Context: an optimization exercise on an open-source flow, tuned for small area, a short achievable clock period and few clock cycles per item. The choices shown serve that exercise and are no tape-out recipe.
In this exercise RTL edits were held to simulation tests only and were not proved equivalent to the original.
No activity file was given, so power comes from the tool's default toggle rates.

==> flow/design.v (outline; a module is shown in full before it is edited, if it fits) <==
// module seqpolar: 712 lines
module seqpolar(i_clk, i_reset, i_stb, i_xval, i_yval, i_aux, o_busy,
		o_done, o_mag, o_phase, o_aux);
  // ...
==> flow/flow/run.sh <==
#!/bin/bash
set -euo pipefail
export BUFFER_PORTS_ARGS="-buffer_cell sky130_fd_sc_hd__buf_1"
bash standard.sh > standard_flow.log 2>&1
==> flow/standard.sh <==
#!/bin/bash
# synth_recipe.tcl (not shown) runs the flow's synth.tcl, then flattens the netlist and writes it again
# the make line also repeats each setting of config.mk as NAME=value (left out here)
make -C /OpenROAD-flow-scripts/flow DESIGN_CONFIG=/design/flow/config.mk WORK_HOME=/design/flow/orfs CLKGATE_MAP_FILE= SYNTH_SCRIPT=/design/flow/synth_recipe.tcl "${@:-finish}"
==> flow/config.mk <==
export PLATFORM = sky130hd
export DESIGN_NAME = seqpolar
export DESIGN_NICKNAME = seqpolar
export VERILOG_FILES = /design/flow/design.v
export SDC_FILE = /design/flow/constraint.sdc
export NUM_CORES = 4
export LEC_CHECK = 0
export CAP_MARGIN = 20
export CORE_MARGIN = 2
export CORE_UTILIZATION = 40
export CTS_BUF_LIST = sky130_fd_sc_hd__clkbuf_8
export PLACE_DENSITY = 0.7
export SETUP_SLACK_MARGIN = 2.6
export SLEW_MARGIN = 20
==> flow/constraint.sdc <==
create_clock -name core_clock -period 7.0 [get_ports {i_clk}]
set_input_delay 1.4000 -clock core_clock [delete_from_list [all_inputs] [get_ports {i_clk}]]
set_output_delay 1.4000 -clock core_clock [all_outputs]
set_load 0.01 [all_outputs]
==> flow_metrics.py, run 1 <==
metrics = {
    "sta": {
        "relSlewSlack": 0.487,
        "rsz0062_at_grt": "yes",
        "fin_crit_sh": 0.651,
        "whs_ps": 521,
        "min_period_ps": 4560,
    },
    "final_layout": {
        "inv_count": 36,
        "nNonClkBuffers": 215,
        "regMostFlops": "yn",
        "n_antenna_cell": 0,
        "final_layout_size_suffix_gt1_frac": 0.153,
    },
    "status": {
        "run_status": "finished clean",
    },
    "synth": {
        "syn_inst": 1594,
        "ys_ff_latch": 128,
        "yosysUniqueCellTypes": 80,
        "async_flop_share": 0,
    },
    "power": {
        "p_seq_frac": 0.175,
        "peakVddDrop_v": 0.000240,
        "seq_power_mw": 1.51,
    },
    "global_routing": {
        "grt_pass1_wl_mm": 61.5,
    },
    "routing": {
        "wl_met3_mm": 3.23,
        "wl_met1_mm": 17.3,
    },
    "worst_setup_path": {
        "worstReg2RegStart": "sa[0]$_SDFFE_PP1N_",
        "crit_buf_inv": 1,
        "r2r_end": "xv[33]$_DFF_P_",
    },
    "clock_tree": {
        "cts_root_buf": "clkbuf_8",
    },
    "die": {
        "n_tap_cell": 396,
    },
    "min_path": {
        "hold_path_class": "reg -> reg",
    },
    "flow_run": {
        "max_cap_viol_count": 0,
    },
}
Testbench counts, summed over its fixed seeds: cycles 18,182, items 512.
==> run 2: changes to the inputs <==
==> flow/run.sh (new file) <==
#!/bin/bash
# synth_recipe.tcl (not shown) runs the flow's synth.tcl, then flattens the netlist and writes it again
# the make line also repeats each setting of config.mk as NAME=value (left out here)
make -C /OpenROAD-flow-scripts/flow DESIGN_CONFIG=/design/flow/config.mk WORK_HOME=/design/flow/orfs CLKGATE_MAP_FILE= SYNTH_SCRIPT=/design/flow/synth_recipe.tcl finish
--- a/flow/config.mk
+++ b/flow/config.mk
@@ -10,5 +10,4 @@
 export CORE_UTILIZATION = 40
 export CTS_BUF_LIST = sky130_fd_sc_hd__clkbuf_8
-export PLACE_DENSITY = 0.7
 export SETUP_SLACK_MARGIN = 2.6
 export SLEW_MARGIN = 20
removed: flow/flow/run.sh
removed: flow/standard.sh
==> flow_metrics.py, run 2 <==
metrics = {
    "status": {
        "run_status": "finished clean",
    },
    "power": {
        "p_total_mw": 8.57,
        "peakVddDrop_v": 0.000233,
        "netSwitchingFraction": 0.481,
        "p_per_area_nw_per_um2": 588,
        "pwr-share-comb": 0.734,
        "p_seq_frac": 0.179,
        "internal_power_mw": 4.45,
        "p_sw_mw": 4.12,
        "p_leak_nw": 6.23,
        "power_frac_clock": 0.087,
    },
    "min_path": {
        "hold_path_class": "reg -> reg",
    },
    "synth": {
        "async_flop_share": 0,
        "synth_area_leaders": "dfxtp_1 (21%), ha_1 (9.9%), xnor2_1 (7.3%)",
        "synth.largest_area_cell": "dfxtp_1",
        "yosys.area.top_type_share": 0.206,
        "ys_ff_latch": 128,
        "synth.net_count": 1783,
        "syn_area_per_cell_um2": 7.74,
        "synth_area_um2": 12300,
        "yosysMostFrequentCell": "nand2_1",
        "syn_inst": 1594,
        "yosysUniqueCellTypes": 80,
        "netlist_top_cells_count": "nand2_1 (170), dfxtp_1 (127), a21oi_1 (124), nor2_1 (117), xnor2_1 (103)",
        "synth_flop_cell": "dfxtp_1",
        "yosysSeqAreaShare": 0.209,
        "yosysWarningCount": 1,
        "synth_edf_count": 1,
    },
    "sta": {
        "final_hold_viol_count": 0,
        "fin_worst_skew_ps": 20.6,
        "fmax_mhz": 221,
        "rsz0062_at_grt": "yes",
        "drv_slew": 0,
        "max_slew.worst_pin.slew_ps": 903,
        "fin_tns_setup_ps": 0,
        "relSlewSlack": 0.398,
        "setup_viol": 0,
        "fin_crit_sh": 0.648,
        "min_period_ps": 4530,
    },
    "global_routing": {
        "grt_pass1_vias": 11213,
        "grt_overflow_total": 0,
        "gr-usage-all-layers": 0.240,
        "antenna_found_initial": 0,
        "grt_max_degree": 93,
        "grt_pass1_wl_mm": 62.6,
    },
    "die": {
        "die_area_um2": 32300,
        "die_height_um": 180,
        "initial_utilization": 0.404,
        "io-pin-count": 117,
        "rows": 64,
        "core-area_um2": 30500,
        "die_w_um": 180,
    },
    "routing": {
        "drc_errors": 0,
        "dr.pass1.iters": 8,
        "vias": 11810,
        "finalWirelength_mm": 39.5,
        "wl_per_cell_um": 19.4,
        "drt_iter0_drc": 1278,
        "routed_via_density": 5.79,
        "ant_nets": 0,
    },
    "placed_design": {
        "dp.cells": 1958,
        "hpwl_mm": 27.6,
        "place.gp.congestion": 0.912,
        "port_buffers": 116,
    },
    "clock_tree": {
        "cts_hold_buf": 0,
        "cts_tree": "yes",
        "cts_root_buf": "clkbuf_8",
        "clock_latency_ps": 490,
        "cts_max_path_buffers": 2,
        "htreeDepth": 4,
        "cts_sinks": 128,
        "cts_inserted_buffers": 17,
        "cts.clk_slew.worst_paths_ps": 90,
    },
    "final_layout": {
        "final_common_cell": "nand2_1",
        "regMostFlops": "yn",
        "fin_nets": 1820,
        "fillers": 3005,
        "syn2layout_area_growth_pct": 18.2,
        "multi_input_area_um2": 9140,
        "seqCellArea_um2": 2610,
        "largestRegisters": "yn x36, ph x35, xv x34",
        "final_layout_size_suffix_gt1_frac": 0.124,
        "largest_register_ffs": 36,
        "layoutNonFillerInstCount": 2040,
        "n_antenna_cell": 0,
        "layout_common_cells": "nand2_1 (163), a21oi_1 (119), clkdlybuf4s50_1 (115), nor2_1 (114), dfxtp_1 (114)",
    },
    "worst_setup_path": {
        "setup.worst_path.start_class": "flip-flop",
        "cp_max_fo": 25,
        "cp.required_ps": 7350,
        "crit_arrival_ps": 4890,
        "worstSetupPathType": "reg -> reg",
        "endpoint_kind": "flip-flop",
    },
    "flow_run": {
        "max_cap_viol_count": 0,
    },
}
run 2: cell counts after synthesis:
No cell type changed its count.
run 2: worst paths after layout:
| kind | start | end | slack [ps] | cells after the start |
|---|---|---|---|---|
| worst max-delay path | sa[0]$_SDFFE_PP1N_ | ph[34]$_DFF_P_ | 2470 | 19 |
| worst min-delay path | busy$_SDFFE_PP0P_ | o_done$_SDFF_PP0_ | 510 | 1 |
| worst max register to register | sa[0]$_SDFFE_PP1N_ | ph[34]$_DFF_P_ | 2470 | 19 |
| worst min register to register | busy$_SDFFE_PP0P_ | o_done$_SDFF_PP0_ | 510 | 1 |
run 2: routing by layer:
layer	wire, um	vias to the layer above	global-route usage	share of wire
met1	18200	5545	0.345	0.46
met4	1180	0	0.0829	0.030
met3	3270	75	0.0545	0.083
li1	-	5687	-	-
met5	0	-	0	0
met2	16900	503	0.352	0.43
run 2: area by class of cell:
cell class / count / share of cell area
multi-input cells: 1267 / 0.627
flip-flops and latches: 128 / 0.179
repair buffers: 181 / 0.119
well taps: 396 / 0.0340
clock buffers: 19 / 0.0179
clock inverters: 13 / 0.0128
inverters: 36 / 0.00970
run 2: cell families (layout without fill, tap and decap cells):
logic type | after synthesis | count (layout) | share of synthesized area
xor gates and xnor gates | 126 | 126 | 0.0895
DFF | 128 | 128 | 0.209
AOI/OAI and AO/OA | 462 | 462 | 0.251
and+or+nand+nor | 528 | 529 | 0.209
adders and majority gates | 127 | 127 | 0.147
buffers and inverters | 200 | 249 | 0.0768
muxes | 23 | 23 | 0.0191
run 2: power groups by stage:
stage               registers (mW)  clock network [mW]  logic [mW]
floorplan                     1.29                   0        4.83
global placement              1.55                   0        5.78
detailed placement            1.55                   0        5.85
CTS                           1.52               0.768        6.11
global route                  1.57               0.796        7.04
finish                        1.53               0.750        6.29
run 2: worst max-delay path, cell delays in order (launching register included):
cell	delay [ps]
dfxtp_4	440
buf_6	240
nand2_1	220
inv_1	170
nor2_2	70
nand2_1	90
nor3_1	60
a31oi_1	330
ha_1	330
a211oi_2	220
o21bai_1	140
o211ai_1	270
o21a_1	230
buf_4	140
o21ai_4	70
a31o_2	260
a221o_2	440
fa_1	420
xnor2_1	160
o21ai_0	80
run 2: metrics by stage:
step	worst slack, ps	instance area [um2]	hold slack, ps	utilization
finish	2470	14600	514	0.478
global route	2210	14600	538	0.478
CTS	2490	14200	517	0.467
detailed placement	1410	13300	507	0.436
global placement	1510	13300	503	0.436
floorplan	2610	12300	509	-
run 2: what timing repair did:
item	CTS	global route
pin swaps	22	19
cloned	1	0
endpoints found under the setup margin	56	25
buffers inserted	27	21
resized for setup	66	39

[separate check: timing with driven ports]
Ports are ideal in the flow. The routed layouts listed here were re-timed in OpenROAD.
Step 1: set_driving_cell puts a clkbuf_16 on i_clk and a buf_2 on each other input, an assumption about the parent block.
Step 2, shift: input delay + t, output delay - t, t = (earliest + latest rising clock arrival at the registers) / 2. This alone moves slack from input paths to output paths.
Slacks: ideal ports / drivers / drivers and shift; pairs: ideal ports / drivers.
run | t (ns) | setup WS [ns] | clock arrival spread, ns | pins driven straight from the clock port
run 1 | 0.521 | 2.440 / 2.440 / 2.440 | 0.020 / 0.020 | 1
run 2 | 0.526 | 2.466 / 2.466 / 2.466 | 0.020 / 0.021 | 1
After both steps setup and hold are still met in every run listed.
